This design comes from an exercise in tuning for small area on the open sky130 flow, not from production work. Function was checked by simulation only, so behaviour that the tests miss may differ from the original. The clock input has no modelled driver; a real chip could not lean on it and would need a root buffer or a full tree. Power figures rest on the tool's default switching activity, not on a simulated workload.

$ cat design/flow/config.mk
export PLATFORM = sky130hd
export DESIGN_NAME = lcd_component
export DESIGN_NICKNAME = lcd_component
export VERILOG_FILES = /design/flow/design.v
export SDC_FILE = /design/flow/constraint.sdc
export NUM_CORES = 4
export LEC_CHECK = 0
export CAP_MARGIN = 0
export CORE_MARGIN = 2
export CORE_UTILIZATION = 40
export SLEW_MARGIN = 0
$ cat design/flow/constraint.sdc
create_clock -name core_clock -period 10.0 [get_ports {CLOCK_50}]
set_input_delay 2.0000 -clock core_clock [delete_from_list [all_inputs] [get_ports {CLOCK_50}]]
set_output_delay 2.0000 -clock core_clock [all_outputs]
set_load 0.01 [all_outputs]
$ cat design/flow/design.v
module lcd_component(
  input CLOCK_50,
  input rst_n,
  output LCD_ON,
  output LCD_BLON,
  output LCD_RW,
  output LCD_EN,
  output LCD_RS,
  output [7:0] LCD_DATA,
  input [2:0] mess,
  input [1:0] isServer
);
assign LCD_ON   = 1'b1;
assign LCD_BLON = 1'b1;
assign LCD_RW   = 1'b0;
reg [8:0] p;
reg [7:0] k;
reg       F;
reg       l1;
reg [2:0] l2;
wire act  = (k[7:6] == 2'd0) && (k[5:4] != 2'd0 || k[3:0] >= 4'd11);
wire last = (F && k[5:0] == 6'd11) ? (p == 9'd278) : (p == 9'd257);
wire ld   = (k == 8'd10) && (p == 9'd510);
always @(posedge CLOCK_50 or negedge rst_n)
begin
  if (!rst_n) begin
    p <= 9'd254;
    k <= 8'd10;
    F <= 1'b1;
  end else begin
    if (act && last) begin
      p <= 9'd0;
      if (k[5:0] == 6'd63) begin
        p <= F ? 9'd448 : 9'd427;
        k <= 8'd90;
        F <= 1'b0;
      end else if (k[5:0] == 6'd31)
        k <= 8'd47;
      else
        k <= k + 1'b1;
    end else begin
      p <= p + 1'b1;
      if (&p) k <= k + 1'b1;
    end
  end
end
always @(posedge CLOCK_50)
begin
  if (ld) begin
    if (!isServer[1]) l1 <= isServer[0];
    case (mess)
      3'd0: l2 <= 3'd0;
      3'd1: l2 <= 3'd7;
      3'd2: l2 <= 3'd3;
      3'd3: l2 <= 3'd5;
      3'd4: l2 <= 3'd1;
      3'd5: l2 <= 3'd6;
      default: ;
    endcase
  end
end
assign LCD_EN = act && p >= 9'd3 && p <= 9'd20;
reg [7:0] c1, c2;
wire [3:0] j = k[3:0];
always @(*) begin
  if (!l1)
    case (j)
      0: c1 = 8'h67; 1: c1 = 8'h76; 2: c1 = 8'h73; 3: c1 = 8'h69;
      4: c1 = 8'h78; 5: c1 = 8'h84; 6: c1 = 8'h20; 7: c1 = 8'h53;
      8: c1 = 8'h54; 9: c1 = 8'h41; 10: c1 = 8'h54; 11: c1 = 8'h55;
      12: c1 = 8'h53; default: c1 = 8'h20;
    endcase
  else
    case (j)
      0: c1 = 8'h53; 1: c1 = 8'h45; 2: c1 = 8'h52; 3: c1 = 8'h56;
      4: c1 = 8'h45; 5: c1 = 8'h52; 6: c1 = 8'h20; 7: c1 = 8'h53;
      8: c1 = 8'h54; 9: c1 = 8'h41; 10: c1 = 8'h54; 11: c1 = 8'h55;
      12: c1 = 8'h53; default: c1 = 8'h20;
    endcase
  case ({l2, j})
    7'd0: c2 = 8'h73;
    7'd1: c2 = 8'h68;
    7'd2: c2 = 8'h76;
    7'd3: c2 = 8'h69;
    7'd4: c2 = 8'h46;
    7'd5: c2 = 8'h46;
    7'd6: c2 = 8'h46;
    7'd7: c2 = 8'h20;
    7'd8: c2 = 8'h20;
    7'd9: c2 = 8'h20;
    7'd10: c2 = 8'h20;
    7'd11: c2 = 8'h20;
    7'd12: c2 = 8'h20;
    7'd13: c2 = 8'h20;
    7'd14: c2 = 8'h20;
    7'd15: c2 = 8'h20;
    7'd112: c2 = 8'h50;
    7'd113: c2 = 8'h61;
    7'd114: c2 = 8'h67;
    7'd115: c2 = 8'h65;
    7'd116: c2 = 8'h20;
    7'd117: c2 = 8'h49;
    7'd118: c2 = 8'h20;
    7'd119: c2 = 8'h53;
    7'd120: c2 = 8'h65;
    7'd121: c2 = 8'h6E;
    7'd122: c2 = 8'h74;
    7'd123: c2 = 8'h20;
    7'd124: c2 = 8'h20;
    7'd125: c2 = 8'h20;
    7'd126: c2 = 8'h20;
    7'd127: c2 = 8'h20;
    7'd48: c2 = 8'h50;
    7'd49: c2 = 8'h61;
    7'd50: c2 = 8'h67;
    7'd51: c2 = 8'h65;
    7'd52: c2 = 8'h20;
    7'd53: c2 = 8'h50;
    7'd54: c2 = 8'h20;
    7'd55: c2 = 8'h53;
    7'd56: c2 = 8'h65;
    7'd57: c2 = 8'h6E;
    7'd58: c2 = 8'h74;
    7'd59: c2 = 8'h20;
    7'd60: c2 = 8'h20;
    7'd61: c2 = 8'h20;
    7'd62: c2 = 8'h20;
    7'd63: c2 = 8'h20;
    7'd80: c2 = 8'h50;
    7'd81: c2 = 8'h61;
    7'd82: c2 = 8'h67;
    7'd83: c2 = 8'h65;
    7'd84: c2 = 8'h20;
    7'd85: c2 = 8'h51;
    7'd86: c2 = 8'h20;
    7'd87: c2 = 8'h53;
    7'd88: c2 = 8'h65;
    7'd89: c2 = 8'h6E;
    7'd90: c2 = 8'h74;
    7'd91: c2 = 8'h20;
    7'd92: c2 = 8'h20;
    7'd93: c2 = 8'h20;
    7'd94: c2 = 8'h20;
    7'd95: c2 = 8'h20;
    7'd16: c2 = 8'h50;
    7'd17: c2 = 8'h61;
    7'd18: c2 = 8'h67;
    7'd19: c2 = 8'h65;
    7'd20: c2 = 8'h20;
    7'd21: c2 = 8'h52;
    7'd22: c2 = 8'h65;
    7'd23: c2 = 8'h63;
    7'd24: c2 = 8'h65;
    7'd25: c2 = 8'h69;
    7'd26: c2 = 8'h76;
    7'd27: c2 = 8'h65;
    7'd28: c2 = 8'h64;
    7'd29: c2 = 8'h20;
    7'd30: c2 = 8'h20;
    7'd31: c2 = 8'h20;
    7'd96: c2 = 8'h50;
    7'd97: c2 = 8'h61;
    7'd98: c2 = 8'h67;
    7'd99: c2 = 8'h65;
    7'd100: c2 = 8'h20;
    7'd101: c2 = 8'h4C;
    7'd102: c2 = 8'h6F;
    7'd103: c2 = 8'h61;
    7'd104: c2 = 8'h64;
    7'd105: c2 = 8'h65;
    7'd106: c2 = 8'h64;
    7'd107: c2 = 8'h20;
    7'd108: c2 = 8'h20;
    7'd109: c2 = 8'h20;
    7'd110: c2 = 8'h20;
    7'd111: c2 = 8'h20;
    default: c2 = 8'h20;
  endcase
end
reg [8:0] lut;
always @(*) begin
  if (!act)             lut = F ? 9'h000 : 9'h120;
  else
    case (k[5:4])
      2'd3: lut = {1'b1, c2};
      2'd2: lut = 9'h0C0;
      2'd1: lut = {1'b1, c1};
      default:
        case (k[2:0])
          3'd3: lut = 9'h038; 3'd4: lut = 9'h00C; 3'd5: lut = 9'h001;
          3'd6: lut = 9'h006; default: lut = 9'h080;
        endcase
    endcase
end
assign LCD_RS   = lut[8];
assign LCD_DATA = lut[7:0];
endmodule
$ cat design/flow/flow/run.sh
#!/bin/bash
# Own flow: the standard layout, with an area-oriented ABC mapping in synthesis
# (adders left to ABC instead of fixed half-adder cells) and the smallest
# buffer on the ports.
set -euo pipefail
W=$(pwd)
export FLOW_ABC_SCRIPT=$W/flow/abc_min_area.script
export FLOW_ABC_SEEDS="0 1 2 3 4 5 6 7"
export FLOW_STD_SYNTH=$W/synth_recipe.tcl
SYN=(SYNTH_SCRIPT=$W/flow/synth_area.tcl ADDER_MAP_FILE=)
bash standard.sh synth "${SYN[@]}" > $W/synth.log 2>&1
bash standard.sh finish "${SYN[@]}" \
  "BUFFER_PORTS_ARGS=-buffer_cell sky130_fd_sc_hd__buf_1" > $W/layout.log 2>&1
$ cat design/flow/flow/abc_min_area.script
strash
&get -n
&deepsyn -T 30 -S @SEED@
&put
&get -n
&dch -f
&nf -a -R 1000
&put
$ cat design/flow/flow/synth_area.tcl
# The standard synthesis (synth_recipe.tcl), with the final technology mapping
# done by an area-oriented ABC script instead of ORFS's speed script. The
# mapping is tried with several random seeds of ABC's &deepsyn and the
# smallest result is kept.
proc abc {args} {
  set i [lsearch -exact $args -script]
  if { $i >= 0 } {
    set args [lreplace $args $i [expr { $i + 1 }]]
  }
  set j [lsearch -exact $args -D]
  if { $j >= 0 } {
    set args [lreplace $args $j [expr { $j + 1 }]]
  }
  set lib [lindex $args [expr { [lsearch -exact $args -liberty] + 1 }]]
  set tmpl [read [open $::env(FLOW_ABC_SCRIPT)]]
  yosys design -save my_pre_abc
  set best -1
  foreach seed $::env(FLOW_ABC_SEEDS) {
    yosys design -load my_pre_abc
    set f $::env(RESULTS_DIR)/abc_seed_$seed.script
    set fh [open $f w]
    puts -nonewline $fh [string map [list @SEED@ $seed] $tmpl]
    close $fh
    yosys abc {*}$args -script $f
    set st $::env(RESULTS_DIR)/abc_seed_$seed.stat
    yosys tee -q -o $st stat -liberty $lib
    set area 0
    regexp {Chip area for module [^:]*:\s*([0-9.]+)} [read [open $st]] -> area
    puts "abc seed $seed: area $area"
    if { $best < 0 || $area < $best } {
      set best $area
      yosys design -save my_best_abc
    }
  }
  puts "abc best area $best"
  yosys design -load my_best_abc
}
source $::env(FLOW_STD_SYNTH)
$ cat design/flow/standard.sh
#!/bin/bash
# synth_recipe.tcl (not shown) runs the flow's synth.tcl, then flattens the netlist and writes it again
# the make line also repeats each setting of config.mk as NAME=value (left out here)
make -C /OpenROAD-flow-scripts/flow DESIGN_CONFIG=/design/flow/config.mk WORK_HOME=/design/flow/orfs CLKGATE_MAP_FILE= SYNTH_SCRIPT=/design/flow/synth_recipe.tcl "${@:-finish}"
==> flow_metrics.py, run 1 <==
metrics = {
    "route": {
        "wl_per_cell_um": 15.4,
        "first_pass_iters": 5,
        "drc": 0,
        "viasPerCell": 6.08,
        "vias": 1648,
        "wl_mm": 4.17,
        "ant_nets": 0,
        "first_iter_violations": 188,
    },
    "synthesis": {
        "synth_xor_area_share_pct": 5.48,
        "ys_seq_elements": 22,
        "synth-seq-area-share_pct": 36.5,
        "synth-compound-area-share_pct": 28.6,
        "yosysUniqueCellTypes": 43,
        "synthAdderAreaFrac_pct": 0,
        "syn_avg_cell_area_um2": 7.84,
        "synthSimpleGateAreaFrac_pct": 27.1,
        "synth_top_family_by_area": "compound AO/OA/AOI/OAI gates",
        "ys_warn_count": 1,
        "netlist_instances": 204,
        "synthMuxAreaShare_pct": 0,
        "syn-cell-area_um2": 1600,
    },
    "placed_design": {
        "port_buffers": 16,
        "place_congestion": 0.912,
        "dp_cells": 267,
        "dp_hpwl_mm": 3.04,
        "place_area_um2": 1710,
        "dp_slack_ns": 5.72,
    },
    "finish": {
        "drive_above_1_share_pct": 6.73,
        "fin_cells": 271,
        "stdcell_area_um2": 1770,
        "syn_to_final_growth_pct": 11.0,
        "fin_util_pct": 47.4,
        "layout.nets": 231,
        "insertedDiodeCount": 0,
    },
    "floorplanning": {
        "fp.coreArea_um2": 3740,
        "rows": 22,
        "die_w_um": 67.2,
        "die_height_um": 67.2,
        "fp.dieArea_um2": 4520,
        "ios": 20,
        "start_util_pct": 42.7,
    },
    "clock_tree": {
        "numCtsBuffers": 3,
        "path_clk_slew_ns": 0.08,
        "post_cts_buffers": 0,
        "cts_max_path_buffers": 2,
        "cts.root.buffer_cell": "clkbuf_8",
        "clk_latency_ns": 0.27,
        "numClockSinks": 22,
        "cts_hold_buf": 0,
        "cts_resized": 0,
        "h-tree-depth": 1,
        "cts_tree": "done",
    },
    "timing": {
        "setup_viol": 0,
        "fin_ws_ns": 5.31,
        "drv_slew": 0,
        "layout_min_cycle_time_ns": 4.69,
        "fmax_mhz": 213,
        "rsz0062_at_grt": "false",
        "clock_skew_ns": 0.00615,
        "period_share_pct": 46.9,
        "setup_tns_ns": 0,
        "slew_headroom_pct": 35.3,
        "hold_viol": 0,
        "worst_pin_slew_ns": 0.970,
    },
    "setup_path": {
        "cp_data_required_time_ns": 8.00,
        "path_buf_inv": 1,
        "crit_arrival_ns": 2.69,
        "crit_path_end_kind": "primary output",
        "path_common_cell": "a21oi_1",
        "cp_max_fo": 17,
        "slowest_stage": "dfrtp_1",
        "timing.critical_path.from_type": "flop",
        "crit_chain": "and2_0 > o21ai_0 > a21oi_1 > a21oi_1 > nand2b_1 > nor3_1 > o21bai_1 > a21oi_1 > buf_1",
        "reg2reg_slack_ns": 6.75,
        "cp_top_family": "compound AO/OA/AOI/OAI gates",
        "crit_type": "flop to primary output",
        "slowest_delay_ns": 0.56,
    },
    "pwr": {
        "worst_ir_drop_vdd_mv": 0.0921,
        "power_density_nw_per_um2": 95.1,
        "p_leak_nw": 0.608,
    },
    "outcome": {
        "status": "finished clean",
    },
    "global_routing": {
        "grt_max_degree": 26,
        "gr-total-overflow": 0,
        "grt_pass1_vias": 1502,
        "grt_pass1_wl_mm": 7.01,
        "antenna_found_initial": 0,
        "track_usage_pct": 20.2,
    },
    "run": {
        "cap_violations": 0,
    },
    "hold_path": {
        "min_path_type": "flop to flop",
    },
}
[cell families after synthesis]
family | Yosys count
AOI/OAI and AO/OA | 75
xor gates and xnor gates | 10
buffers and inverters | 5
DFF | 22
other | 2
and+or+nand+nor | 90
[path summary, 6_finish.rpt]
kind | to | cells past startpoint | startpoint
max in group asynchronous | k[5]$_DFFE_PN0P_ | 1 | rst_n
max reg2reg | k[7]$_DFFE_PN0P_ | 12 | k[1]$_DFFE_PN1P_
min reg2reg | k[7]$_DFFE_PN0P_ | 1 | k[7]$_DFFE_PN0P_
min in group asynchronous | k[0]$_DFFE_PN0P_ | 1 | rst_n
max | LCD_DATA[4] | 9 | k[0]$_DFFE_PN0P_
min | k[7]$_DFFE_PN0P_ | 1 | k[7]$_DFFE_PN0P_
[state kept, by name, summed over array words and instances (netlist names)]
| signal | count |
|---|---|
| F | 1 |
| k | 8 |
| l1 | 1 |
| l2 | 3 |
| p | 9 |
[per-layer routing]
metal  vias to the layer above  global-route usage [%]  part of all wire (%)
li1                        799                       -                     -
met1                       748                    28.7                    47
met2                        89                    31.6                    44
met3                        12                    3.83                   7.4
met4                         0                    5.10                   1.2
met5                         -                       0                     0
[worst reg2reg max path: cells and delay by family (launching register included)]
kind | cells | cell delay [ns]
xor+xnor | 1 | 0.13
flops | 1 | 0.69
simple gates | 7 | 1.39
compound gates | 3 | 0.71
buf+inv | 1 | 0.22
[where the power goes]
| group | total (mW) | switching (mW) | internal (mW) |
|---|---|---|---|
| clock network | 0.0731 | 0.0297 | 0.0434 |
| logic | 0.00405 | 0.00291 | 0.00114 |
| registers | 0.0915 | 0 | 0.0915 |
| total | 0.169 | 0.0326 | 0.136 |
[cells in the final DEF (no fill, tap or decap), types with 2 or more instances in the layout]
master and count:
and3_1 4, dfstp_2 10, edfxtp_1 4, nor2_1 22, nand4b_1 2, or3_1 2, a211oi_1 3, clkbuf_8 3
nor3b_1 2, clkinv_1 2, a31oi_1 3, dfrtp_1 8, xnor2_1 7, xor2_1 3, o22ai_1 2, and2_0 4
a21o_1 2, conb_1 3, nand2b_1 4, o21a_1 4, a21oi_1 24, nand2_1 28, buf_1 16, nor3_1 7
o21ai_0 21, o211ai_1 5, nand3_1 8, nor2b_1 2
[per-stage QoR]
stage	hold slack [ns]	power (mW)
after detailed placement	0.465	0.0972
after global routing	0.486	0.174
final	0.474	0.169
after CTS	0.478	0.170
after global placement	0.461	0.0972
after floorplan	0.446	0.0955
[cell type report]
| type | count | area [um^2] |
|---|---|---|
| Tap cell | 48 | 60.1 |
| Multi-Input combinational cell | 178 | 990 |
| Sequential cell | 22 | 583 |
| Fill cell | 383 | 1970 |
| Timing Repair Buffer | 17 | 67.6 |
| Inverter | 2 | 7.51 |
| Clock buffer | 4 | 66.3 |
[cells in the mapped netlist]
cell type  number  area share [%]
o31ai_1         1            0.47
and4_1          1            0.55
edfxtp_1        4             7.5
o22ai_1         2            0.78
o221a_1         1            0.70
conb_1          2            0.47
o21a_1          4             1.9
a21oi_1        24             7.5
o21bai_1        1            0.47
nor4_1          1            0.39
nor3_1          7             2.2
o211ai_1        5             2.3
nand3_1         8             2.5
and3_1          4             1.6
a2111oi_0       1            0.55
nor2_1         22             5.2
o311a_1         1            0.63
nand4_1         1            0.39
nor2b_1         2            0.78
xnor2_1         7             3.8
a41oi_1         1            0.55
dfrtp_1         8              13
a211oi_1        3             1.4
or3_1           2            0.78
nor4b_1         1            0.55
nand2_1        28             6.6
xor2_1          3             1.6
a21o_1          2            0.94
o32ai_1         1            0.55
a31oi_1         3             1.2
dfstp_2        10              16
nor3b_1         2            0.94
clkinv_1        2            0.47
o221ai_1        1            0.55
nand2b_1        4             1.6
a311oi_1        1            0.55
o21ai_0        21             6.6
and2_0          4             1.6
a221oi_1        1            0.55
a21boi_0        1            0.47
nand4b_1        2             1.1
nand3b_1        1            0.47
buf_4           3             1.4
==> inputs of run 2 (changes only) <==
--- a/design/flow/config.mk
+++ b/design/flow/config.mk
@@ -5,7 +5,7 @@
 export SDC_FILE = /design/flow/constraint.sdc
 export NUM_CORES = 4
 export LEC_CHECK = 0
-export CAP_MARGIN = 0
+export CAP_MARGIN = 20
 export CORE_MARGIN = 2
 export CORE_UTILIZATION = 40
-export SLEW_MARGIN = 0
+export SLEW_MARGIN = 20
==> flow_metrics.py, run 2 <==
metrics = {
    "finish": {
        "fin_util_pct": 47.4,
        "insertedDiodeCount": 0,
        "drive_above_1_share_pct": 6.73,
        "fillers": 383,
        "stdcell_area_um2": 1770,
        "largest-register": "p",
        "layout.nets": 231,
        "mostFrequentLayoutCell": "nand2_1",
        "largest_register_ff_count": 9,
        "final_cell_mix": "nand2_1 (28), a21oi_1 (24), nor2_1 (22)",
        "top_regs": "p x9, k x8, l2 x3",
        "fin_cells": 271,
        "syn_to_final_growth_pct": 11.0,
    },
    "clock_tree": {
        "cts_tree": "done",
        "numClockSinks": 22,
        "cts.root.buffer_cell": "clkbuf_8",
        "cts_max_path_buffers": 2,
        "post_cts_buffers": 0,
        "cts_hold_buf": 0,
        "h-tree-depth": 1,
        "cts_resized": 0,
        "clk_latency_ns": 0.27,
        "path_clk_slew_ns": 0.08,
        "numCtsBuffers": 3,
    },
    "synthesis": {
        "netlist_instances": 204,
        "netlist_top_cells_area": "dfstp_2 (16%), dfrtp_1 (13%), a21oi_1 (7.5%), edfxtp_1 (7.5%), nand2_1 (6.6%)",
        "netlist.top_cell.by_area": "dfstp_2",
        "synth-edff-count": 4,
        "synth-seq-area-share_pct": 36.5,
        "yosys.area.top_type_share_pct": 16.4,
        "netlist_top_cells_count": "nand2_1 (28), a21oi_1 (24), nor2_1 (22)",
        "ys_seq_elements": 22,
        "yosysUniqueCellTypes": 43,
        "syn_avg_cell_area_um2": 7.84,
        "synth_flop_cell": "dfstp_2",
        "yosysMostFrequentCell": "nand2_1",
        "ys_async_sr_fraction_pct": 81.8,
        "ys_warn_count": 1,
        "syn-cell-area_um2": 1600,
    },
    "pwr": {
        "power_frac_comb_pct": 2.4,
        "power_density_nw_per_um2": 95.1,
        "pwr-share-seq_pct": 54.2,
        "swShare_pct": 19.3,
        "p_leak_nw": 0.608,
        "power.internal_uw": 136,
        "switchingPower_uw": 32.6,
        "pwr-share-clk_pct": 43.4,
        "worst_ir_drop_vdd_mv": 0.0921,
    },
    "route": {
        "ant_nets": 0,
        "first_iter_violations": 188,
        "drc": 0,
        "wl_per_cell_um": 15.4,
        "viasPerCell": 6.08,
        "wl_mm": 4.17,
        "vias": 1648,
        "first_pass_iters": 5,
    },
    "floorplanning": {
        "rows": 22,
        "ios": 20,
        "die_height_um": 67.2,
        "die_w_um": 67.2,
        "fp.coreArea_um2": 3740,
        "start_util_pct": 42.7,
        "fp.dieArea_um2": 4520,
    },
    "placed_design": {
        "dp_cells": 267,
        "dp_hpwl_mm": 3.04,
        "place_area_um2": 1710,
        "port_buffers": 16,
        "place_congestion": 0.912,
    },
    "timing": {
        "setup_tns_ns": 0,
        "hold_viol": 0,
        "period_share_pct": 46.9,
        "layout_min_cycle_time_ns": 4.69,
        "setup_viol": 0,
        "worst_pin_slew_ns": 0.970,
        "whs_ns": 0.474,
        "fmax_mhz": 213,
        "slew_headroom_pct": 35.3,
        "drv_slew": 0,
        "clock_skew_ns": 0.00615,
        "rsz0062_at_grt": "false",
    },
    "global_routing": {
        "grt_pass1_wl_mm": 7.01,
        "grt_pass1_vias": 1502,
        "gr-total-overflow": 0,
        "grt_max_degree": 26,
        "track_usage_pct": 20.2,
        "antenna_found_initial": 0,
    },
    "setup_path": {
        "crit_type": "flop to primary output",
        "cp_data_required_time_ns": 8.00,
        "crit_arrival_ns": 2.69,
        "crit_path_end_kind": "primary output",
        "timing.critical_path.from_type": "flop",
        "cp_max_fo": 17,
    },
    "run": {
        "cap_violations": 0,
    },
    "hold_path": {
        "min_path_type": "flop to flop",
    },
    "outcome": {
        "status": "finished clean",
    },
}
run 2: cell counts after synthesis:
No cell type changed its count.
run 2: critical path, stage by stage, from the launching register on:
cell and delay [ns]:
dfrtp_1 0.56, and2_0 0.35, o21ai_0 0.36, a21oi_1 0.17
a21oi_1 0.28, nand2b_1 0.11, nor3_1 0.19, o21bai_1 0.09
a21oi_1 0.14, buf_1 0.16
run 2: path summary, 6_finish.rpt:
kind / from / cells after the start / to / slack, ns
setup reg to reg: k[1]$_DFFE_PN1P_ / 12 / k[7]$_DFFE_PN0P_ / 6.75
setup / recovery: k[0]$_DFFE_PN0P_ / 9 / LCD_DATA[4] / 5.31
hold / removal: k[7]$_DFFE_PN0P_ / 1 / k[7]$_DFFE_PN0P_ / 0.47
max in group asynchronous: rst_n / 1 / k[5]$_DFFE_PN0P_ / 7.55
min in group asynchronous: rst_n / 1 / k[0]$_DFFE_PN0P_ / 1.86
hold reg to reg: k[7]$_DFFE_PN0P_ / 1 / k[7]$_DFFE_PN0P_ / 0.47
run 2: cell families after synthesis:
kind of cell / share of synthesized area (%)
other: 0.470
AO/OA/AOI/OAI: 28.6
XOR/XNOR: 5.48
AND/OR/NAND/NOR: 27.1
flip-flops: 36.5
buffers and inverters: 1.88
run 2: power groups by stage:
stage | registers (mW) | logic, mW | clock network (mW)
final | 0.0915 | 0.00405 | 0.0731
after global routing | 0.0915 | 0.00489 | 0.0777
after CTS | 0.0915 | 0.00416 | 0.0746
after detailed placement | 0.0931 | 0.00411 | 0
after global placement | 0.0931 | 0.00405 | 0
after floorplan | 0.0931 | 0.00233 | 0
run 2: per-layer routing:
| layer | up-vias | part of all wire, % | global-route usage (%) |
|---|---|---|---|
| li1 | 799 | - | - |
| met1 | 748 | 47 | 28.7 |
| met2 | 89 | 44 | 31.6 |
| met3 | 12 | 7.4 | 3.83 |
| met4 | 0 | 1.2 | 5.10 |
| met5 | - | 0 | 0 |
run 2: stage by stage:
step                setup slack (ns)  total power, mW
finish                          5.31            0.169
global route                    5.12            0.174
CTS                             5.41            0.170
detailed placement              5.72           0.0972
global placement                5.69           0.0972
floorplan                       6.06           0.0955
run 2: layout make-up:
| cell class | count | area (um^2) | share of cell area [%] |
|---|---|---|---|
| sequential | 22 | 583 | 32.9 |
| inverter | 2 | 7.51 | 0.423 |
| multi-input combinational | 178 | 990 | 55.8 |
| tap | 48 | 60.1 | 3.39 |
| clock buffer | 4 | 66.3 | 3.74 |
| timing repair buffer | 17 | 67.6 | 3.81 |
==> inputs of run 3 (changes only) <==
==> design/flow/flow/run.sh (replaced) <==
#!/bin/bash
# Own flow: the standard layout, with an area-oriented ABC mapping in synthesis
# (adders left to ABC instead of fixed half-adder cells) and the smallest
# buffer on the ports; the clock tree is built without dummy loads.
set -euo pipefail
W=$(pwd)
export FLOW_ABC_SCRIPT=$W/flow/abc_min_area.script
export FLOW_ABC_SEEDS="5"
export FLOW_STD_SYNTH=$W/synth_recipe.tcl
SYN=(SYNTH_SCRIPT=$W/flow/synth_area.tcl ADDER_MAP_FILE=)
bash standard.sh synth "${SYN[@]}" > $W/synth.log 2>&1
bash standard.sh finish "${SYN[@]}" \
  "BUFFER_PORTS_ARGS=-buffer_cell sky130_fd_sc_hd__buf_1" \
  "CTS_ARGS=-repair_clock_nets -dont_use_dummy_load -buf_list sky130_fd_sc_hd__clkbuf_8" > $W/layout.log 2>&1
==> flow_metrics.py, run 3 <==
metrics = {
    "setup_path": {
        "crit_path_end_kind": "primary output",
        "cp_data_required_time_ns": 8.00,
        "path_common_cell": "a21oi_1",
        "crit_type": "flop to primary output",
        "slowest_delay_ns": 0.55,
        "cp_max_fo": 17,
        "cp_top_family": "compound AO/OA/AOI/OAI gates",
        "slowest_stage": "dfrtp_1",
        "reg2reg_slack_ns": 6.75,
        "timing.critical_path.from_type": "flop",
        "path_buf_inv": 1,
        "crit_chain": "and2_0 > o21ai_0 > a21oi_1 > a21oi_1 > nand2b_1 > nor3_1 > o21bai_1 > a21oi_1 > buf_1",
        "crit_arrival_ns": 2.69,
    },
    "clock_tree": {
        "h-tree-depth": 1,
        "cts_resized": 0,
        "numCtsBuffers": 3,
        "clk_latency_ns": 0.27,
        "cts_max_path_buffers": 2,
        "numClockSinks": 22,
        "path_clk_slew_ns": 0.09,
        "cts_tree": "done",
        "cts_hold_buf": 0,
        "cts.root.buffer_cell": "clkbuf_8",
        "post_cts_buffers": 0,
    },
    "finish": {
        "syn_to_final_growth_pct": 9.39,
        "fillers": 384,
        "insertedDiodeCount": 0,
        "largest_register_ff_count": 9,
        "seqCellArea_um2": 583,
        "multi_input_area_um2": 990,
        "mostFrequentLayoutCell": "nand2_1",
        "largest-register": "p",
        "final_cell_mix": "nand2_1 (28), a21oi_1 (24), nor2_1 (22)",
        "layout.nets": 231,
        "top_regs": "p x9, k x8, l2 x3",
        "drive_above_1_share_pct": 6.31,
    },
    "synthesis": {
        "synth-seq-area-share_pct": 36.5,
        "yosysUniqueCellTypes": 43,
        "netlist_top_cells_count": "nand2_1 (28), a21oi_1 (24), nor2_1 (22)",
        "synth-edff-count": 4,
        "syn_avg_cell_area_um2": 7.84,
        "ys_async_sr_fraction_pct": 81.8,
        "netlist.top_cell.by_area": "dfstp_2",
        "yosys.area.top_type_share_pct": 16.4,
        "netlist_top_cells_area": "dfstp_2 (16%), dfrtp_1 (13%), a21oi_1 (7.5%), edfxtp_1 (7.5%), nand2_1 (6.6%)",
        "ys_seq_elements": 22,
        "yosysMostFrequentCell": "nand2_1",
        "synth_flop_cell": "dfstp_2",
        "ys_warn_count": 1,
        "netlist_instances": 204,
        "syn-cell-area_um2": 1600,
    },
    "pwr": {
        "pwr-share-clk_pct": 36.0,
        "p_leak_nw": 0.596,
        "switchingPower_uw": 29.8,
        "worst_ir_drop_vdd_mv": 0.0692,
        "power.internal_uw": 120,
        "swShare_pct": 19.9,
        "p_total_uw": 149,
        "power_frac_comb_pct": 2.7,
        "power_density_nw_per_um2": 85.4,
        "pwr-share-seq_pct": 61.3,
    },
    "global_routing": {
        "grt_busiest_layer": "met2",
        "antenna_found_initial": 0,
        "grtUsageMet1_pct": 28.2,
        "use_met3_pct": 4.83,
        "met2_usage_pct": 30.8,
        "gr-total-overflow": 0,
        "grt_pass1_wl_mm": 6.96,
        "grt_pass1_vias": 1501,
        "grt_max_degree": 26,
        "track_usage_pct": 20.1,
    },
    "timing": {
        "setup_tns_ns": 0,
        "slew_headroom_pct": 36.5,
        "drv_slew": 0,
        "layout_min_cycle_time_ns": 4.69,
        "rsz0062_at_grt": "false",
        "worst_pin_slew_ns": 0.953,
        "period_share_pct": 46.9,
        "hold_viol": 0,
        "setup_viol": 0,
        "clock_skew_ns": 0.0207,
        "fmax_mhz": 213,
    },
    "route": {
        "wl_mm": 4.13,
        "vias": 1618,
        "wl_per_cell_um": 15.3,
        "ant_nets": 0,
        "drc": 0,
        "first_iter_violations": 185,
        "viasPerCell": 5.99,
        "first_pass_iters": 4,
    },
    "placed_design": {
        "dp_hpwl_mm": 3.04,
        "port_buffers": 16,
        "place_congestion": 0.912,
    },
    "floorplanning": {
        "rows": 22,
        "ios": 20,
        "die_height_um": 67.2,
        "start_util_pct": 42.7,
        "die_w_um": 67.2,
        "fp.coreArea_um2": 3740,
        "fp.dieArea_um2": 4520,
    },
    "hold_path": {
        "min_path_type": "flop to flop",
    },
    "run": {
        "cap_violations": 0,
    },
    "outcome": {
        "status": "finished clean",
    },
}
## run 3: worst paths after layout
check / cells after the start / startpoint / endpoint
min reg2reg: 1 / k[7]$_DFFE_PN0P_ / k[7]$_DFFE_PN0P_
max reg2reg: 12 / k[1]$_DFFE_PN1P_ / k[7]$_DFFE_PN0P_
min: 1 / k[7]$_DFFE_PN0P_ / k[7]$_DFFE_PN0P_
max in group asynchronous: 1 / rst_n / k[5]$_DFFE_PN0P_
min in group asynchronous: 1 / rst_n / k[0]$_DFFE_PN0P_
max: 9 / k[0]$_DFFE_PN0P_ / LCD_DATA[4]
## run 3: worst register-to-register path, stage by stage (launching register included)
cell and delay [ns]:
dfstp_2 0.70, and2_0 0.35, o21ai_0 0.21, nand2_1 0.13, nand2_1 0.16, a2111oi_0 0.36, buf_4 0.22, a21o_1 0.15
and3_1 0.27, nand2_1 0.11, nor2_1 0.24, nand2_1 0.11, xnor2_1 0.13
## run 3: cell type report
class                      count  area share [%]
clock buffer                   3            2.36
timing repair buffer          17            3.86
sequential                    22            33.3
inverter                       2           0.429
tap                           48            3.43
multi-input combinational    178            56.6
## run 3: logic make-up (layout without fill, tap and decap cells)
group	after synthesis	count (layout)	synth area share, %
AND/OR/NAND/NOR	90	90	27.1
other	2	3	0.470
flip-flops	22	22	36.5
buffers and inverters	5	22	1.88
AO/OA/AOI/OAI	75	75	28.6
XOR/XNOR	10	10	5.48
## run 3: metrics by stage
stage	setup slack (ns)	area (um^2)	hold WS, ns	util, %	std cells
6_report	5.31	1750	0.472	46.7	270
5_1_grt	5.12	1750	0.484	46.7	270
4_1_cts	5.41	1750	0.476	46.7	270
3_5_place_dp	5.72	1710	0.465	45.6	267
3_3_place_gp	5.69	1710	0.461	45.6	267
2_1_floorplan	6.06	1600	0.446	-	205
## run 3: routing by layer
metal,share of wire (%),wire length [um],up-vias
li1,-,-,797
met1,48,1970,737
met2,44,1820,78
met3,7.3,300,6
met4,0.90,37,0
met5,0,0,-
## run 3: power groups by stage
stage | clock network (mW) | registers (mW) | logic [mW]
after floorplan | 0 | 0.0931 | 0.00233
after global placement | 0 | 0.0931 | 0.00405
after detailed placement | 0 | 0.0931 | 0.00411
after CTS | 0.0552 | 0.0915 | 0.00412
after global routing | 0.0584 | 0.0915 | 0.00487
final | 0.0537 | 0.0915 | 0.00403
==> inputs of run 4 (changes only) <==
--- a/design/flow/flow/run.sh
+++ b/design/flow/flow/run.sh
@@ -11,4 +11,4 @@
 bash standard.sh synth "${SYN[@]}" > $W/synth.log 2>&1
 bash standard.sh finish "${SYN[@]}" \
   "BUFFER_PORTS_ARGS=-buffer_cell sky130_fd_sc_hd__buf_1" \
-  "CTS_ARGS=-repair_clock_nets -dont_use_dummy_load -buf_list sky130_fd_sc_hd__clkbuf_8" > $W/layout.log 2>&1
+  "CTS_ARGS=-sink_clustering_enable -sink_clustering_size 32 -sink_clustering_max_diameter 1000 -sink_clustering_levels 1 -repair_clock_nets -dont_use_dummy_load -buf_list sky130_fd_sc_hd__clkbuf_8" > $W/layout.log 2>&1
==> flow_metrics.py, run 4 <==
metrics = {
    "route": {
        "viasPerCell": 5.99,
        "wl_mm": 4.13,
        "wl_per_cell_um": 15.3,
        "ant_nets": 0,
        "vias": 1618,
        "first_pass_iters": 4,
        "first_iter_violations": 185,
        "drc": 0,
    },
    "outcome": {
        "status": "finished clean",
    },
    "finish": {
        "top_regs": "p x9, k x8, l2 x3",
        "syn_to_final_growth_pct": 9.39,
        "insertedDiodeCount": 0,
        "fin_util_pct": 46.7,
        "layout.nets": 231,
        "final_cell_mix": "nand2_1 (28), a21oi_1 (24), nor2_1 (22)",
        "drive_above_1_share_pct": 6.31,
        "largest_register_ff_count": 9,
        "largest-register": "p",
        "mostFrequentLayoutCell": "nand2_1",
    },
    "timing": {
        "hold_viol": 0,
        "slew_headroom_pct": 36.5,
        "clock_skew_ns": 0.0207,
        "layout_min_cycle_time_ns": 4.69,
        "setup_tns_ns": 0,
        "setup_viol": 0,
        "rsz0062_at_grt": "false",
        "fmax_mhz": 213,
        "worst_pin_slew_ns": 0.953,
        "period_share_pct": 46.9,
        "drv_slew": 0,
    },
    "clock_tree": {
        "numClockSinks": 22,
        "path_clk_slew_ns": 0.09,
        "cts_max_path_buffers": 2,
        "h-tree-depth": 1,
        "cts_resized": 0,
        "cts.root.buffer_cell": "clkbuf_8",
        "cts_tree": "done",
        "clk_latency_ns": 0.27,
        "numCtsBuffers": 3,
        "cts_hold_buf": 0,
        "post_cts_buffers": 0,
    },
    "synthesis": {
        "netlist_top_cells_count": "nand2_1 (28), a21oi_1 (24), nor2_1 (22)",
        "ys_seq_elements": 22,
        "ys_async_sr_fraction_pct": 81.8,
        "yosys.area.top_type_share_pct": 16.4,
        "ys_warn_count": 1,
        "syn_avg_cell_area_um2": 7.84,
        "netlist.top_cell.by_area": "dfstp_2",
        "netlist_instances": 204,
        "yosysUniqueCellTypes": 43,
        "synth-seq-area-share_pct": 36.5,
        "yosysMostFrequentCell": "nand2_1",
        "syn-cell-area_um2": 1600,
        "synth-edff-count": 4,
        "synth_flop_cell": "dfstp_2",
        "netlist_top_cells_area": "dfstp_2 (16%), dfrtp_1 (13%), a21oi_1 (7.5%), edfxtp_1 (7.5%), nand2_1 (6.6%)",
    },
    "setup_path": {
        "path_buf_inv": 1,
        "crit_chain": "and2_0 > o21ai_0 > a21oi_1 > a21oi_1 > nand2b_1 > nor3_1 > o21bai_1 > a21oi_1 > buf_1",
        "cp_data_required_time_ns": 8.00,
        "timing.critical_path.from_type": "flop",
        "crit_path_end_kind": "primary output",
        "crit_type": "flop to primary output",
        "slowest_delay_ns": 0.55,
        "path_common_cell": "a21oi_1",
        "slowest_stage": "dfrtp_1",
        "cp_max_fo": 17,
        "crit_arrival_ns": 2.69,
        "cp_top_family": "compound AO/OA/AOI/OAI gates",
    },
    "pwr": {
        "power.internal_uw": 120,
        "switchingPower_uw": 29.8,
        "pwr-share-seq_pct": 61.3,
        "p_leak_nw": 0.596,
        "worst_ir_drop_vdd_mv": 0.0692,
        "power_density_nw_per_um2": 85.4,
        "power_frac_comb_pct": 2.7,
        "swShare_pct": 19.9,
        "pwr-share-clk_pct": 36.0,
    },
    "floorplanning": {
        "die_height_um": 67.2,
        "die_w_um": 67.2,
        "fp.coreArea_um2": 3740,
        "rows": 22,
        "start_util_pct": 42.7,
        "fp.dieArea_um2": 4520,
        "ios": 20,
    },
    "global_routing": {
        "grt_pass1_vias": 1501,
        "grt_max_degree": 26,
        "gr-total-overflow": 0,
        "antenna_found_initial": 0,
        "track_usage_pct": 20.1,
        "grt_pass1_wl_mm": 6.96,
    },
    "placed_design": {
        "dp_hpwl_mm": 3.04,
        "port_buffers": 16,
        "place_congestion": 0.912,
    },
    "run": {
        "cap_violations": 0,
    },
    "hold_path": {
        "min_path_type": "flop to flop",
    },
}
-- run 4: cell counts in the layout (fill, tap and decap cells not counted) --
No cell type changed its count.
-- run 4: path summary, 6_finish.rpt --
path	to	cells past startpoint	slack [ns]	from
worst max-delay path	LCD_DATA[4]	9	5.31	k[0]$_DFFE_PN0P_
worst min-delay path	k[7]$_DFFE_PN0P_	1	0.47	k[7]$_DFFE_PN0P_
worst max register to register	k[7]$_DFFE_PN0P_	12	6.75	k[1]$_DFFE_PN1P_
worst min register to register	k[7]$_DFFE_PN0P_	1	0.47	k[7]$_DFFE_PN0P_
max in group asynchronous	k[5]$_DFFE_PN0P_	1	7.55	rst_n
min in group asynchronous	k[0]$_DFFE_PN0P_	1	1.85	rst_n
-- run 4: per-stage QoR --
step | cells | worst slack (ns) | power (mW) | hold WS (ns) | instance area (um^2)
floorplan | 205 | 6.06 | 0.0955 | 0.446 | 1600
global placement | 267 | 5.69 | 0.0972 | 0.461 | 1710
detailed placement | 267 | 5.72 | 0.0972 | 0.465 | 1710
CTS | 270 | 5.41 | 0.151 | 0.476 | 1750
global route | 270 | 5.12 | 0.155 | 0.484 | 1750
finish | 270 | 5.31 | 0.149 | 0.472 | 1750
-- run 4: power by group through the flow --
stage          registers, mW  clock network (mW)  logic [mW]
2_1_floorplan         0.0931                   0     0.00233
3_3_place_gp          0.0931                   0     0.00405
3_5_place_dp          0.0931                   0     0.00411
4_1_cts               0.0915              0.0552     0.00412
5_1_grt               0.0915              0.0584     0.00487
6_report              0.0915              0.0537     0.00403
-- run 4: worst reg2reg max path: cells and delay by family, from the launching register on --
kind                      cells  cell delay, ns
DFF                           1            0.70
xor gates and xnor gates      1            0.13
AOI/OAI and AO/OA             3            0.72
buffers and inverters         1            0.22
and+or+nand+nor               7            1.37
-- run 4: kinds of logic after synthesis --
family / count (synthesis) / synth area share (%)
and+or+nand+nor: 90 / 27.1
buffers and inverters: 5 / 1.88
other: 2 / 0.470
xor gates and xnor gates: 10 / 5.48
DFF: 22 / 36.5
AOI/OAI and AO/OA: 75 / 28.6
-- run 4: area by class of cell --
| type | count | area, um^2 |
|---|---|---|
| Fill cell | 384 | 1990 |
| Multi-Input combinational cell | 178 | 990 |
| Sequential cell | 22 | 583 |
| Timing Repair Buffer | 17 | 67.6 |
| Tap cell | 48 | 60.1 |
| Clock buffer | 3 | 41.3 |
| Inverter | 2 | 7.51 |
-- run 4: layer usage --
layer	global-route usage (%)	share of wire, %
met1	28.2	48
met2	30.8	44
met3	4.83	7.3
met4	5.87	0.90
met5	0	0
==> inputs of run 5 (changes only) <==
==> design/flow/flow/run.sh (replaced) <==
#!/bin/bash
# Own flow: the standard layout, with an area-oriented ABC mapping in synthesis
# (adders left to ABC instead of fixed half-adder cells) and the smallest
# buffer on the ports; the clock tree is built without dummy loads.
set -euo pipefail
W=$(pwd)
export FLOW_ABC_SCRIPT=$W/flow/abc_min_area.script
export FLOW_ABC_SEEDS="0 1 2 3 4 5 6 7 8 9 10 11 12 13 14 15"
export FLOW_STD_SYNTH=$W/synth_recipe.tcl
SYN=(SYNTH_SCRIPT=$W/flow/synth_area.tcl ADDER_MAP_FILE=)
bash standard.sh synth "${SYN[@]}" > $W/synth.log 2>&1
bash standard.sh finish "${SYN[@]}" \
  "BUFFER_PORTS_ARGS=-buffer_cell sky130_fd_sc_hd__buf_1" \
  "CTS_ARGS=-sink_clustering_enable -repair_clock_nets -dont_use_dummy_load" > $W/layout.log 2>&1
==> flow_metrics.py, run 5 <==
metrics = {
    "finish": {
        "insertedDiodeCount": 0,
        "largest_register_ff_count": 9,
        "mostFrequentLayoutCell": "nor2_1",
        "syn_to_final_growth_pct": 9.03,
        "drive_above_1_share_pct": 6.33,
        "top_regs": "p x9, k x8, l2 x3",
        "layout.nets": 230,
        "largest-register": "p",
        "stdcell_area_um2": 1740,
        "final_cell_mix": "nor2_1 (32), nand2_1 (21), a21oi_1 (20)",
    },
    "clock_tree": {
        "cts_max_path_buffers": 2,
        "post_cts_buffers": 0,
        "cts_resized": 0,
        "h-tree-depth": 1,
        "numClockSinks": 22,
        "clk_latency_ns": 0.27,
        "numCtsBuffers": 3,
        "cts.root.buffer_cell": "clkbuf_8",
        "cts_tree": "done",
        "cts_hold_buf": 0,
        "path_clk_slew_ns": 0.08,
    },
    "setup_path": {
        "reg2reg_slack_ns": 6.45,
        "reg2reg_from": "k[5]$_DFFE_PN0P_",
        "cp_max_fo": 12,
        "reg2reg_depth": 10,
        "timing.critical_path.from_type": "flop",
        "crit_path_end_kind": "primary output",
        "cp_data_required_time_ns": 8.00,
        "r2r_end": "k[7]$_DFFE_PN0P_",
        "crit_type": "flop to primary output",
        "crit_arrival_ns": 3.23,
    },
    "timing": {
        "slew_headroom_pct": 43.3,
        "fmax_mhz": 191,
        "setup_viol": 0,
        "setup_tns_ns": 0,
        "drv_slew": 0,
        "worst_pin_slew_ns": 0.843,
        "hold_viol": 0,
        "whs_ns": 0.521,
        "rsz0062_at_grt": "false",
        "period_share_pct": 52.3,
        "layout_min_cycle_time_ns": 5.23,
        "fin_ws_ns": 4.77,
        "clock_skew_ns": 0.0188,
    },
    "route": {
        "wl_per_cell_um": 15.1,
        "first_pass_iters": 8,
        "wl_mm": 4.08,
        "viasPerCell": 6.18,
        "drc": 0,
        "ant_nets": 0,
        "first_iter_violations": 180,
        "vias": 1663,
    },
    "floorplanning": {
        "fp.dieArea_um2": 4500,
        "rows": 22,
        "die_height_um": 67.1,
        "ios": 20,
        "fp.coreArea_um2": 3740,
        "start_util_pct": 42.5,
        "die_w_um": 67.1,
    },
    "global_routing": {
        "grt_pass1_wl_mm": 7.03,
        "grt_pass1_vias": 1424,
        "grt_max_degree": 20,
        "gr-total-overflow": 0,
        "antenna_found_initial": 0,
        "track_usage_pct": 20.3,
    },
    "synthesis": {
        "synth_flop_cell": "dfstp_2",
        "syn-cell-area_um2": 1590,
        "netlist_top_cells_count": "nor2_1 (32), nand2_1 (21), a21oi_1 (20)",
        "netlist_top_cells_area": "dfstp_2 (16%), dfrtp_1 (13%), edfxtp_1 (7.5%), nor2_1 (7.5%), a21oi_1 (6.3%)",
        "synth-seq-area-share_pct": 36.6,
        "yosys.area.top_type_share_pct": 16.5,
        "ys_warn_count": 1,
        "yosysMostFrequentCell": "nor2_1",
        "ys_seq_elements": 22,
        "netlist_instances": 204,
        "netlist.top_cell.by_area": "dfstp_2",
        "ys_async_sr_fraction_pct": 81.8,
        "yosysUniqueCellTypes": 45,
        "synth-edff-count": 4,
        "syn_avg_cell_area_um2": 7.81,
    },
    "hold_path": {
        "min_from": "k[7]$_DFFE_PN0P_",
        "min_path_type": "flop to flop",
        "hold_path_depth": 1,
        "worstHoldEndpoint": "k[7]$_DFFE_PN0P_",
    },
    "pwr": {
        "pwr-share-clk_pct": 35.6,
        "switchingPower_uw": 29.0,
        "swShare_pct": 19.5,
        "power_frac_comb_pct": 2.8,
        "power.internal_uw": 120,
        "power_density_nw_per_um2": 85.6,
        "p_leak_nw": 0.632,
        "worst_ir_drop_vdd_mv": 0.0576,
        "pwr-share-seq_pct": 61.6,
    },
    "placed_design": {
        "port_buffers": 16,
        "dp_hpwl_mm": 3.05,
        "place_congestion": 0.963,
        "dp_slack_ns": 5.15,
        "place_area_um2": 1690,
    },
    "run": {
        "cap_violations": 0,
    },
    "outcome": {
        "status": "finished clean",
    },
}
## run 5: changes by cell type after synthesis, sizes merged, moves of 3 or more
| cell | before | now |
|---|---|---|
| nor4 | 1 | 4 |
| a21oi | 24 | 20 |
| o21ai | 21 | 15 |
| nand2 | 28 | 21 |
| nor2 | 22 | 32 |
| clkinv | 2 | 5 |
## run 5: layout make-up
cell class                 count  area [um^2]
clock buffer                   3         41.3
fill                         390         2010
inverter                       5         18.8
multi-input combinational    175          972
sequential                    22          583
tap                           48         60.1
timing repair buffer          16         61.3
## run 5: stage by stage
step | power, mW | util [%] | std cells
after CTS | 0.151 | 46.4 | 269
after global placement | 0.0973 | 45.3 | 266
after detailed placement | 0.0973 | 45.3 | 266
after floorplan | 0.0955 | - | 205
after global routing | 0.156 | 46.4 | 269
final | 0.149 | 46.4 | 269
## run 5: per-layer routing
| layer | share of wire [%] | vias up | global-route usage, % | wire, um |
|---|---|---|---|---|
| met1 | 46 | 749 | 31.7 | 1890 |
| met4 | 2.3 | 0 | 7.40 | 95 |
| li1 | - | 803 | - | - |
| met5 | 0 | - | 0 | 0 |
| met2 | 42 | 96 | 28.1 | 1720 |
| met3 | 9.2 | 15 | 2.87 | 375 |
## run 5: cell families after synthesis
kind of cell           Yosys count  share of synthesized area [%]
multiplexers                     1                          0.707
other                            2                          0.472
XOR/XNOR                         7                           3.85
buffers and inverters            8                           2.59
flip-flops                      22                           36.6
AND/OR/NAND/NOR                 94                           27.8
AO/OA/AOI/OAI                   70                           28.0
## run 5: power groups by stage
stage / logic, mW / registers (mW) / clock network, mW
2_1_floorplan: 0.00233 / 0.0931 / 0
3_3_place_gp: 0.00416 / 0.0931 / 0
3_5_place_dp: 0.00414 / 0.0931 / 0
4_1_cts: 0.00416 / 0.0915 / 0.0552
5_1_grt: 0.00492 / 0.0915 / 0.0596
6_report: 0.00411 / 0.0915 / 0.0529
## run 5: worst max-delay path, cell delays in order, from the launching register on
cell	delay [ns]
dfrtp_1	0.57
clkinv_1	0.31
nor2_1	0.43
o21bai_1	0.21
nor2b_1	0.17
or3_1	0.30
mux2_1	0.36
o32ai_1	0.14
o211ai_1	0.12
o21ai_0	0.16
buf_1	0.18
## run 5: worst max path at each step
stage	start	slack [ns]	cells after the start	end
final	k[0]$_DFFE_PN0P_	4.77	10	LCD_DATA[1]
after detailed placement	k[0]$_DFFE_PN0P_	5.15	10	LCD_DATA[1]
after floorplan	k[0]$_DFFE_PN0P_	5.61	9	LCD_DATA[1]
after CTS	k[0]$_DFFE_PN0P_	4.85	10	LCD_DATA[1]
after global placement	k[0]$_DFFE_PN0P_	5.13	10	LCD_DATA[1]
after global routing	k[0]$_DFFE_PN0P_	4.55	10	LCD_DATA[1]
==> inputs of run 6 (changes only) <==
==> design/flow/flow/run.sh (replaced) <==
#!/bin/bash
# Own flow: the standard layout, with an area-oriented ABC mapping in synthesis
# (adders left to ABC instead of fixed half-adder cells) and the smallest
# buffer on the ports; the clock tree is collapsed to one buffer (its root)
# after CTS, without dummy loads.
set -euo pipefail
W=$(pwd)
export FLOW_ABC_SCRIPT=$W/flow/abc_min_area.script
export FLOW_ABC_SEEDS="5"
export FLOW_STD_SYNTH=$W/synth_recipe.tcl
SYN=(SYNTH_SCRIPT=$W/flow/synth_area.tcl ADDER_MAP_FILE=)
bash standard.sh synth "${SYN[@]}" > $W/synth.log 2>&1
LAY=("${SYN[@]}" "BUFFER_PORTS_ARGS=-buffer_cell sky130_fd_sc_hd__buf_1"
  "CTS_ARGS=-sink_clustering_enable -repair_clock_nets -dont_use_dummy_load")
bash standard.sh cts "${LAY[@]}" > $W/layout.log 2>&1
CTS_DB=$W/orfs/results/$FLOW_PLATFORM/lcd_component/base/4_cts.odb CLOCK_PORT=CLOCK_50 \
  openroad -no_init -exit $W/flow/flatten_clock.tcl > $W/flatten_clock.log 2>&1
bash standard.sh finish "${LAY[@]}" > $W/layout_finish.log 2>&1
==> design/flow/flow/flatten_clock.tcl (new file) <==
# Collapse the clock tree to its root buffer: every clock buffer driven by the
# root buffer is removed and its sinks are moved onto the root buffer's net.
read_db $::env(CTS_DB)
set block [ord::get_db_block]
set root ""
foreach it [[$block findNet $::env(CLOCK_PORT)] getITerms] {
  if { [$it isInputSignal] && [string match "*clkbuf*" [[[$it getInst] getMaster] getName]] } {
    set root [$it getInst]
  }
}
if { $root eq "" } { error "no root clock buffer" }
set rootnet [[$root findITerm X] getNet]
set n 0
foreach it [$rootnet getITerms] {
  set inst [$it getInst]
  if { $inst eq $root || ![string match "*clkbuf*" [[$inst getMaster] getName]] } { continue }
  if { [[$it getMTerm] getName] ne "A" } { continue }
  set leafnet [[$inst findITerm X] getNet]
  foreach sink [$leafnet getITerms] {
    if { [$sink getInst] eq $inst } { continue }
    $sink disconnect
    $sink connect $rootnet
  }
  $it disconnect
  [$inst findITerm X] disconnect
  odb::dbInst_destroy $inst
  odb::dbNet_destroy $leafnet
  incr n
}
puts "removed $n clock buffers below [$root getName]"
write_db $::env(CTS_DB)
==> flow_metrics.py, run 6 <==
metrics = {
    "setup_path": {
        "cp_max_fo": 17,
        "timing.critical_path.from_type": "flop",
        "r2r_end": "k[7]$_DFFE_PN0P_",
        "reg2reg_slack_ns": 6.77,
        "crit_arrival_ns": 2.61,
        "cp-startpoint": "k[0]$_DFFE_PN0P_",
        "cp_data_required_time_ns": 8.00,
        "reg2reg_from": "k[1]$_DFFE_PN1P_",
        "reg2reg_depth": 12,
        "crit_path_end_kind": "primary output",
        "crit_type": "flop to primary output",
        "crit_path_end": "LCD_DATA[4]",
    },
    "synthesis": {
        "netlist_top_cells_area": "dfstp_2 (16%), dfrtp_1 (13%), a21oi_1 (7.5%), edfxtp_1 (7.5%), nand2_1 (6.6%)",
        "synth-edff-count": 4,
        "netlist_top_cells_count": "nand2_1 (28), a21oi_1 (24), nor2_1 (22)",
        "ys_async_sr_fraction_pct": 81.8,
        "synth-seq-area-share_pct": 36.5,
        "yosys.area.top_type_share_pct": 16.4,
        "yosysMostFrequentCell": "nand2_1",
        "synth_flop_cell": "dfstp_2",
        "ys_seq_elements": 22,
        "netlist.top_cell.by_area": "dfstp_2",
        "syn-cell-area_um2": 1600,
        "syn_avg_cell_area_um2": 7.84,
        "yosysUniqueCellTypes": 43,
        "ys_warn_count": 1,
        "netlist_instances": 204,
    },
    "global_routing": {
        "antenna_found_initial": 0,
        "grtUsageMet1_pct": 31.4,
        "met2_usage_pct": 34.0,
        "use_met3_pct": 3.33,
        "grt_max_degree": 26,
        "grt_pass1_wl_mm": 6.93,
        "grt_busiest_layer": "met2",
        "grt_pass1_vias": 1489,
        "track_usage_pct": 21.5,
        "gr-total-overflow": 0,
    },
    "timing": {
        "layout_min_cycle_time_ns": 4.61,
        "worst_pin_slew_ns": 0.942,
        "setup_viol": 0,
        "period_share_pct": 46.1,
        "rsz0062_at_grt": "false",
        "setup_tns_ns": 0,
        "clock_skew_ns": 0.00147,
        "fmax_mhz": 217,
        "fin_ws_ns": 5.39,
        "hold_viol": 0,
        "slew_headroom_pct": 37.2,
        "drv_slew": 0,
        "whs_ns": 0.482,
    },
    "placed_design": {
        "port_buffers": 16,
        "place_area_um2": 1710,
        "dp_hpwl_mm": 3.04,
        "dp_cells": 267,
        "place_congestion": 0.912,
        "dp_slack_ns": 5.72,
    },
    "route": {
        "ant_nets": 0,
        "viasPerCell": 6.13,
        "drc": 0,
        "first_pass_iters": 7,
        "vias": 1642,
        "first_iter_violations": 233,
        "wl_per_cell_um": 15.5,
        "wl_mm": 4.16,
    },
    "finish": {
        "layout.nets": 229,
        "top_regs": "p x9, k x8, l2 x3",
        "syn_to_final_growth_pct": 7.67,
        "fin_util_pct": 46.0,
        "insertedDiodeCount": 0,
        "largest_register_ff_count": 9,
        "fin_cells": 268,
        "mostFrequentLayoutCell": "nand2_1",
        "stdcell_area_um2": 1720,
        "largest-register": "p",
        "drive_above_1_share_pct": 5.45,
        "final_cell_mix": "nand2_1 (28), a21oi_1 (24), nor2_1 (22)",
    },
    "pwr": {
        "worst_ir_drop_vdd_mv": 0.0725,
        "p_total_uw": 127,
        "p_leak_nw": 0.582,
        "power_density_nw_per_um2": 73.9,
    },
    "hold_path": {
        "min_path_type": "flop to flop",
    },
    "floorplanning": {
        "die_w_um": 67.2,
        "die_height_um": 67.2,
        "fp.coreArea_um2": 3740,
        "fp.dieArea_um2": 4520,
        "rows": 22,
        "ios": 20,
        "start_util_pct": 42.7,
    },
    "clock_tree": {
        "post_cts_buffers": 0,
        "clk_latency_ns": 0.18,
        "cts_resized": 0,
        "cts_hold_buf": 0,
        "path_clk_slew_ns": 0.13,
        "numClockSinks": 22,
    },
    "outcome": {
        "status": "finished clean",
    },
    "run": {
        "cap_violations": 0,
    },
}
-- run 6: cell count changes in the layout (fill, tap and decap cells not counted), sizes merged, moves of 3 or more --
cell / previous run / this run
o21ai: 15 / 21
nor4: 4 / 1
a21oi: 20 / 24
nand2: 21 / 28
nor2: 32 / 22
clkbuf: 4 / 1
clkinv: 5 / 2
-- run 6: cells by family (layout without fill, tap and decap cells) --
group,Yosys count,in the layout,share of synthesized area (%)
buffers and inverters,5,20,1.88
DFF,22,22,36.5
AOI/OAI and AO/OA,75,75,28.6
other,2,3,0.470
and+or+nand+nor,90,90,27.1
xor gates and xnor gates,10,10,5.48
-- run 6: per-layer routing --
layer,part of all wire [%],vias to the layer above
met5,0,-
met4,0.65,0
met3,8.6,4
met2,45,98
met1,46,745
li1,-,795
-- run 6: worst max-delay path: stages (launching register included) --
cell      delay [ns]
dfrtp_1         0.57
and2_0          0.34
o21ai_0         0.35
a21oi_1         0.17
a21oi_1         0.29
nand2b_1        0.12
nor3_1          0.19
o21bai_1        0.09
a21oi_1         0.14
buf_1           0.16
-- run 6: final cells by class --
type	count	area [um^2]
inverters	2	7.51
multi-input cells	178	990
flip-flops and latches	22	583
repair buffers	17	67.6
fillers	385	2020
well taps	48	60.1
clock buffers	1	13.8
-- run 6: worst min-delay path by stage --
stage | start | end | cells after the start | slack (ns)
2_1_floorplan | k[7]$_DFFE_PN0P_ | k[7]$_DFFE_PN0P_ | 1 | 0.45
3_3_place_gp | k[7]$_DFFE_PN0P_ | k[7]$_DFFE_PN0P_ | 1 | 0.46
3_5_place_dp | k[7]$_DFFE_PN0P_ | k[7]$_DFFE_PN0P_ | 1 | 0.46
4_1_cts | k[7]$_DFFE_PN0P_ | k[7]$_DFFE_PN0P_ | 1 | 0.48
5_1_grt | k[7]$_DFFE_PN0P_ | k[7]$_DFFE_PN0P_ | 1 | 0.49
6_report | k[7]$_DFFE_PN0P_ | k[7]$_DFFE_PN0P_ | 1 | 0.48
-- run 6: power breakdown --
group	leakage (nW)	switching [mW]	internal, mW
Combinational	0.327	0.00288	0.00114
Sequential	0.247	0	0.0915
Clock	0.00719	0.0222	0.00946
Total	0.582	0.0251	0.102
==> inputs of run 7 (changes only) <==
--- a/design/flow/flow/run.sh
+++ b/design/flow/flow/run.sh
@@ -11,7 +11,7 @@
 SYN=(SYNTH_SCRIPT=$W/flow/synth_area.tcl ADDER_MAP_FILE=)
 bash standard.sh synth "${SYN[@]}" > $W/synth.log 2>&1
 LAY=("${SYN[@]}" "BUFFER_PORTS_ARGS=-buffer_cell sky130_fd_sc_hd__buf_1"
-  "CTS_ARGS=-sink_clustering_enable -repair_clock_nets -dont_use_dummy_load")
+  "CTS_ARGS=-sink_clustering_enable -repair_clock_nets -dont_use_dummy_load -root_buf sky130_fd_sc_hd__clkbuf_16")
 bash standard.sh cts "${LAY[@]}" > $W/layout.log 2>&1
 CTS_DB=$W/orfs/results/$FLOW_PLATFORM/lcd_component/base/4_cts.odb CLOCK_PORT=CLOCK_50 \
   openroad -no_init -exit $W/flow/flatten_clock.tcl > $W/flatten_clock.log 2>&1
==> flow_metrics.py, run 7 <==
metrics = {
    "finish": {
        "syn_to_final_growth_pct": 8.37,
        "stdcell_area_um2": 1730,
        "largest_register_ff_count": 9,
        "top_regs": "p x9, k x8, l2 x3",
        "drive_above_1_share_pct": 5.45,
        "fillers": 383,
        "insertedDiodeCount": 0,
        "mostFrequentLayoutCell": "nand2_1",
        "final_cell_mix": "nand2_1 (28), a21oi_1 (24), nor2_1 (22)",
        "layout.nets": 229,
        "fin_util_pct": 46.3,
        "seqCellArea_um2": 583,
        "largest-register": "p",
        "multi_input_area_um2": 990,
    },
    "placed_design": {
        "place_area_um2": 1710,
        "dp_hpwl_mm": 3.04,
        "place_congestion": 0.912,
        "port_buffers": 16,
        "dp_slack_ns": 5.72,
    },
    "timing": {
        "period_share_pct": 45.6,
        "setup_tns_ns": 0,
        "drv_slew": 0,
        "fmax_mhz": 219,
        "setup_viol": 0,
        "rsz0062_at_grt": "false",
        "slew_headroom_pct": 36.5,
        "fin_ws_ns": 5.44,
        "whs_ns": 0.475,
        "worst_pin_slew_ns": 0.952,
        "clock_skew_ns": 0.00536,
        "layout_min_cycle_time_ns": 4.56,
        "hold_viol": 0,
    },
    "synthesis": {
        "netlist_top_cells_count": "nand2_1 (28), a21oi_1 (24), nor2_1 (22)",
        "ys_async_sr_fraction_pct": 81.8,
        "netlist_top_cells_area": "dfstp_2 (16%), dfrtp_1 (13%), a21oi_1 (7.5%), edfxtp_1 (7.5%), nand2_1 (6.6%)",
        "netlist.top_cell.by_area": "dfstp_2",
        "yosysMostFrequentCell": "nand2_1",
        "yosys.area.top_type_share_pct": 16.4,
        "synth-seq-area-share_pct": 36.5,
        "ys_seq_elements": 22,
        "synth-edff-count": 4,
        "syn-cell-area_um2": 1600,
        "ys_warn_count": 1,
        "netlist_instances": 204,
        "syn_avg_cell_area_um2": 7.84,
        "synth_flop_cell": "dfstp_2",
        "yosysUniqueCellTypes": 43,
    },
    "route": {
        "viasPerCell": 6.16,
        "vias": 1650,
        "wl_mm": 4.17,
        "first_pass_iters": 5,
        "first_iter_violations": 203,
        "drc": 0,
        "wl_per_cell_um": 15.5,
        "ant_nets": 0,
    },
    "clock_tree": {
        "cts_hold_buf": 0,
        "post_cts_buffers": 0,
        "path_clk_slew_ns": 0.09,
        "cts_resized": 0,
        "numClockSinks": 22,
        "clk_latency_ns": 0.15,
    },
    "global_routing": {
        "grt_pass1_wl_mm": 6.96,
        "gr-total-overflow": 0,
        "antenna_found_initial": 0,
        "track_usage_pct": 21.6,
        "grt_pass1_vias": 1501,
        "grt_max_degree": 26,
    },
    "floorplanning": {
        "ios": 20,
        "fp.dieArea_um2": 4520,
        "rows": 22,
        "start_util_pct": 42.7,
        "fp.coreArea_um2": 3740,
        "die_w_um": 67.2,
        "die_height_um": 67.2,
    },
    "setup_path": {
        "cp_top_family": "compound AO/OA/AOI/OAI gates",
        "timing.critical_path.from_type": "flop",
        "cp_data_required_time_ns": 8.00,
        "slowest_delay_ns": 0.56,
        "reg2reg_depth": 12,
        "crit_path_end_kind": "primary output",
        "cp_num_cells": 9,
        "crit_arrival_ns": 2.56,
        "reg2reg_from": "k[1]$_DFFE_PN1P_",
        "crit_chain": "and2_0 > o21ai_0 > a21oi_1 > a21oi_1 > nand2b_1 > nor3_1 > o21bai_1 > a21oi_1 > buf_1",
        "cp_max_fo": 17,
        "path_buf_inv": 1,
        "crit_type": "flop to primary output",
        "r2r_end": "k[7]$_DFFE_PN0P_",
        "reg2reg_slack_ns": 6.77,
        "slowest_stage": "dfrtp_1",
        "path_common_cell": "a21oi_1",
    },
    "hold_path": {
        "min_from": "k[7]$_DFFE_PN0P_",
        "worstHoldEndpoint": "k[7]$_DFFE_PN0P_",
        "min_path_type": "flop to flop",
        "hold_path_depth": 1,
    },
    "run": {
        "cap_violations": 0,
    },
    "pwr": {
        "worst_ir_drop_vdd_mv": 0.0539,
        "p_leak_nw": 0.587,
        "power_density_nw_per_um2": 78.4,
    },
    "outcome": {
        "status": "finished clean",
    },
}
run 7: layout make-up:
class                      instances  area share (%)
tap                               48            3.47
sequential                        22            33.6
clock buffer                       1            1.44
inverter                           2           0.433
multi-input combinational        178            57.1
timing repair buffer              17            3.90
run 7: layer usage:
layer / wire length [um] / global-route usage (%)
met5: 0 / 0
met1: 1920 / 31.1
met4: 53 / 4.08
met3: 316 / 3.67
met2: 1870 / 34.2
run 7: through the flow:
step	power, mW	cells
floorplan	0.0955	205
global placement	0.0972	267
detailed placement	0.0972	267
CTS	0.179	270
global route	0.141	268
finish	0.136	268
run 7: logic make-up after synthesis:
group	synth area share [%]
xor gates and xnor gates	5.48
buffers and inverters	1.88
DFF	36.5
other	0.470
and+or+nand+nor	27.1
AOI/OAI and AO/OA	28.6
run 7: worst max path at each step:
stage	startpoint	to
2_1_floorplan	l2[0]$_DFFE_PP_	LCD_DATA[4]
3_3_place_gp	k[1]$_DFFE_PN1P_	LCD_DATA[4]
3_5_place_dp	k[0]$_DFFE_PN0P_	LCD_DATA[4]
4_1_cts	k[0]$_DFFE_PN0P_	LCD_DATA[4]
5_1_grt	k[0]$_DFFE_PN0P_	LCD_DATA[4]
6_report	k[0]$_DFFE_PN0P_	LCD_DATA[4]
run 7: power breakdown:
group          total, mW  switching (mW)  leakage, nW  internal (mW)
Sequential        0.0915               0        0.247         0.0915
Combinational    0.00403         0.00290        0.327        0.00114
Clock             0.0403          0.0220       0.0123         0.0183
Total              0.136          0.0249        0.587          0.111
run 7: worst reg2reg max path: cells and delay by family, from the launching register on:
kind,cells,cell delay [ns]
XOR/XNOR,1,0.13
AND/OR/NAND/NOR,7,1.36
AO/OA/AOI/OAI,3,0.71
buffers and inverters,1,0.22
flip-flops,1,0.70

separate check: timing with driven ports:
The flow's constraints put no driver on any port. The routed layouts listed below were extracted and timed again, unchanged, in two steps.
Step 1 (the two cells are an assumption about what drives the block):
set clk [get_ports {CLOCK_50}]
set_driving_cell -lib_cell sky130_fd_sc_hd__clkbuf_16 $clk
set_driving_cell -lib_cell sky130_fd_sc_hd__buf_2 [delete_from_list [all_inputs] $clk]
Step 2 also shifts input and output timing later by t, the mid clock arrival at the registers, as if the neighbouring blocks saw the same clock.
Slacks: ideal ports / drivers / drivers and shift; pairs: ideal ports / drivers.
| run | t, ns | setup WS [ns] | hold slack, ns |
|---|---|---|---|
| run 1 | 0.284 | 5.310 / 5.289 / 5.573 | 0.474 / 0.474 / 0.474 |
| run 2 | 0.284 | 5.310 / 5.289 / 5.573 | 0.474 / 0.474 / 0.474 |
| run 3 | 0.279 | 5.310 / 5.288 / 5.568 | 0.472 / 0.472 / 0.472 |
| run 4 | 0.279 | 5.310 / 5.288 / 5.568 | 0.472 / 0.472 / 0.472 |
| run 5 | 0.280 | 4.775 / 4.750 / 5.031 | 0.521 / 0.521 / 0.521 |
| run 6 | 0.198 | 5.387 / 5.366 / 5.563 | 0.482 / 0.482 / 0.482 |
| run 7 | 0.175 | 5.437 / 5.410 / 5.585 | 0.475 / 0.475 / 0.475 |
After both steps every run listed still meets setup and hold.
